Context: an optimization exercise on an open-source flow, tuned for small area and a short achievable clock period. The choices shown serve that exercise and are no tape-out recipe.
The RTL was checked by simulation tests, not by an equivalence proof against the original design.

== exp/xenon ==
## DP4_pipe
module DP4_pipe(
    mode, clk, reset,
    a, b, c, d, e, f, g, h,
    DP4
);
input mode, clk, reset;
input [31:0] a, b, c, d, e, f, g, h;
output [31:0] DP4;
function [22:0] man;                  
    input m;
    input [31:0] x;
    man = m ? x[22:0] : {x[9:0], 13'b0};
endfunction
function [7:0] pexp;                  
    input m;
    input [31:0] x, y;
    pexp = m ? (x[30:23] + y[30:23] - 8'd127) : ({3'b0, x[14:10]} + {3'b0, y[14:10]} - 8'd15);
endfunction
function [35:0] booth;                
    input [22:0] y;
    reg [24:0] z;
    integer i;
    begin
        z = {1'b1, y, 1'b0};          
        for (i = 0; i < 12; i = i + 1) begin
            booth[24 + i] = z[2*i+2];
            booth[12 + i] = (z[2*i+2] & ~z[2*i+1] & ~z[2*i]) | (~z[2*i+2] & z[2*i+1] & z[2*i]);
            booth[i]      = z[2*i+1] ^ z[2*i];
        end
    end
endfunction
reg        m1;
reg [22:0] xa1, xc1, xe1, xg1;
reg [35:0] yb1, yd1, yf1, yh1;
reg [7:0]  eab1, ecd1, eef1, egh1;
reg [3:0]  sg1;
  ...
Size: ~10000 cells after synthesis, ~610 flip-flops, about 290 I/O pins.
make LEC_CHECK=0 CAP_MARGIN=0 CORE_MARGIN=2 CORE_UTILIZATION=40 PLACE_DENSITY=0.6 SETUP_SLACK_MARGIN=2.6 SLEW_MARGIN=0 SYNTH_HIERARCHICAL=1 SYNTH_MINIMUM_KEEP_SIZE=0 finish   # period 8.8 ns
run.sh (not shown) runs the stock make flow with config.mk's settings and CLKGATE_MAP_FILE= SYNTH_SCRIPT=/design/flow/synth_recipe.tcl, a recipe that flattens the netlist after the stock synthesis.
## Diff of input files: exp/indigo against exp/xenon
# exp/xenon
export LEC_CHECK = 0
export CAP_MARGIN = 0
export CORE_MARGIN = 2
export CORE_UTILIZATION = 40
export PLACE_DENSITY = 0.6
export SETUP_SLACK_MARGIN = 2.6
export SLEW_MARGIN = 0
export SYNTH_HIERARCHICAL = 1
export SYNTH_MINIMUM_KEEP_SIZE = 0
create_clock -name core_clock -period 8.8 [get_ports {clk}]
# exp/indigo
export LEC_CHECK = 0
export CAP_MARGIN = 0
export CORE_MARGIN = 2
export CORE_UTILIZATION = 40
export PLACE_DENSITY = 0.6
export SETUP_SLACK_MARGIN = 2.8
export SLEW_MARGIN = 0
export SYNTH_HIERARCHICAL = 1
export SYNTH_MINIMUM_KEEP_SIZE = 0
create_clock -name core_clock -period 8.8 [get_ports {clk}]
Results
- exp/xenon: PASS, flow complete, no timing, DRC or antenna violations
- exp/indigo went all the way through the flow, and no timing, DRC or antenna check failed.
- | count of multi-input gates | exp/xenon vs exp/indigo | ≈ equal |
- Changes observed in exp/indigo relative to exp/xenon: synthesized area essentially unchanged; headroom to the max-slew limit decreased 1.0 points; met1 track utilization from global routing decreased 0.68 points; area after detailed placement essentially unchanged; layout filler cell count decreased 0.97%.
- Across both runs, slew at the pin closest to its max-slew limit was higher for exp/indigo than for exp/xenon.
- exp/indigo against exp/xenon: core utilization went up by 0.78 points, layout net count increased 0.49%, highest clock frequency the design can meet higher.

## old
Starting RTL as in the previous note.
clock: 8.8 ns
lec_check: 0
cap_margin: 20
core_margin: 2
core_utilization: 40
place_density: 0.6
setup_slack_margin: 3.3
slew_margin: 20
synth_hierarchical: 1
synth_minimum_keep_size: 0
old ended with every stage complete and zero timing, DRC or antenna violations.
Here is what was changed in the inputs of new compared with old.
Settings: changing SLEW_MARGIN from 20 to 0; changing SETUP_SLACK_MARGIN from 3.3 to 2.4; changing CAP_MARGIN from 20 to 0.
==> comparison <==
Comparing old with new, the die area came out essentially unchanged. From old to new the numbers moved as follows: buffers plus inverters on the worst setup path shows a reduction of 1; mean routed wirelength per cell shows a reduction of about 5.4%; fraction of met3 tracks used by global routing shows a reduction of 1.2 points. [compare] base=old new=new: number of multi-input combinational cells about even, clock skew now sits lower, HPWL after detailed placement now sits lower, share of final-layout standard cells stronger than drive strength 1 went down, slew at the pin with the worst max-slew slack saw a decrease.

Starting RTL as in the previous note.
make LEC_CHECK=0 CAP_MARGIN=0 CORE_MARGIN=2 CORE_UTILIZATION=48 PLACE_DENSITY=0.65 SETUP_SLACK_MARGIN=3.0 SLEW_MARGIN=0 SYNTH_HIERARCHICAL=1 SYNTH_MINIMUM_KEEP_SIZE=0 finish   # period 8.8 ns
The starting point produced a clean layout.
Edit:
--- a/flow/config.mk
+++ b/flow/config.mk
@@ -8,6 +8,6 @@
 export CAP_MARGIN = 0
 export CORE_MARGIN = 2
-export CORE_UTILIZATION = 48
-export PLACE_DENSITY = 0.65
+export CORE_UTILIZATION = 40
+export PLACE_DENSITY = 0.6
 export SETUP_SLACK_MARGIN = 3.0
 export SLEW_MARGIN = 0
Global-route usage falls by 4.2 points.
Wire length rises by 4.1%.
Clock skew rises by 15 ps.
Cell area rises by 1.4%.
Edit:
--- a/flow/config.mk
+++ b/flow/config.mk
@@ -6,10 +6,10 @@
 export NUM_CORES = 4
 export LEC_CHECK = 0
-export CAP_MARGIN = 0
+export CAP_MARGIN = 20
 export CORE_MARGIN = 2
 export CORE_UTILIZATION = 40
 export PLACE_DENSITY = 0.6
 export SETUP_SLACK_MARGIN = 3.0
-export SLEW_MARGIN = 0
+export SLEW_MARGIN = 20
 export SYNTH_HIERARCHICAL = 1
 export SYNTH_MINIMUM_KEEP_SIZE = 0
=>
- synthesized cell count stays the same
- wire length is higher by 0.89%
- design area is higher by about 0.9%

-- static timing again, ports no longer ideal --
In the flow no input, the clock included, has a driving cell. The finished layouts below were timed again as built, in two steps. Step 1 assumes that a clkbuf_16 drives the clock port and a buf_2 every other input. Step 2 also shifts input and output timing later by t, the mid clock arrival at the registers, as if the neighbouring blocks saw the same clock. Three values: ideal, step 1, step 2; two values: the first two.
run	t, ns	setup WS [ns]	worst setup path at the end	clock arrival spread, ns
exp/xenon	0.827	2.742 / 2.742 / 2.742	register to register	0.035 / 0.034
exp/indigo	0.840	2.890 / 2.841 / 2.890	register to register	0.047 / 0.048
old	0.849	3.154 / 3.154 / 3.154	register to register	0.054 / 0.053
new	0.827	2.477 / 2.477 / 2.477	register to register	0.031 / 0.030
the first run of note 3	0.803	2.990 / 2.990 / 2.990	register to register	0.040 / 0.040
the second run of note 3	0.833	3.044 / 3.044 / 3.044	register to register	0.058 / 0.057
the third run of note 3	0.827	3.077 / 3.077 / 3.077	register to register	0.053 / 0.053
After both steps setup and hold are still met in every run listed.
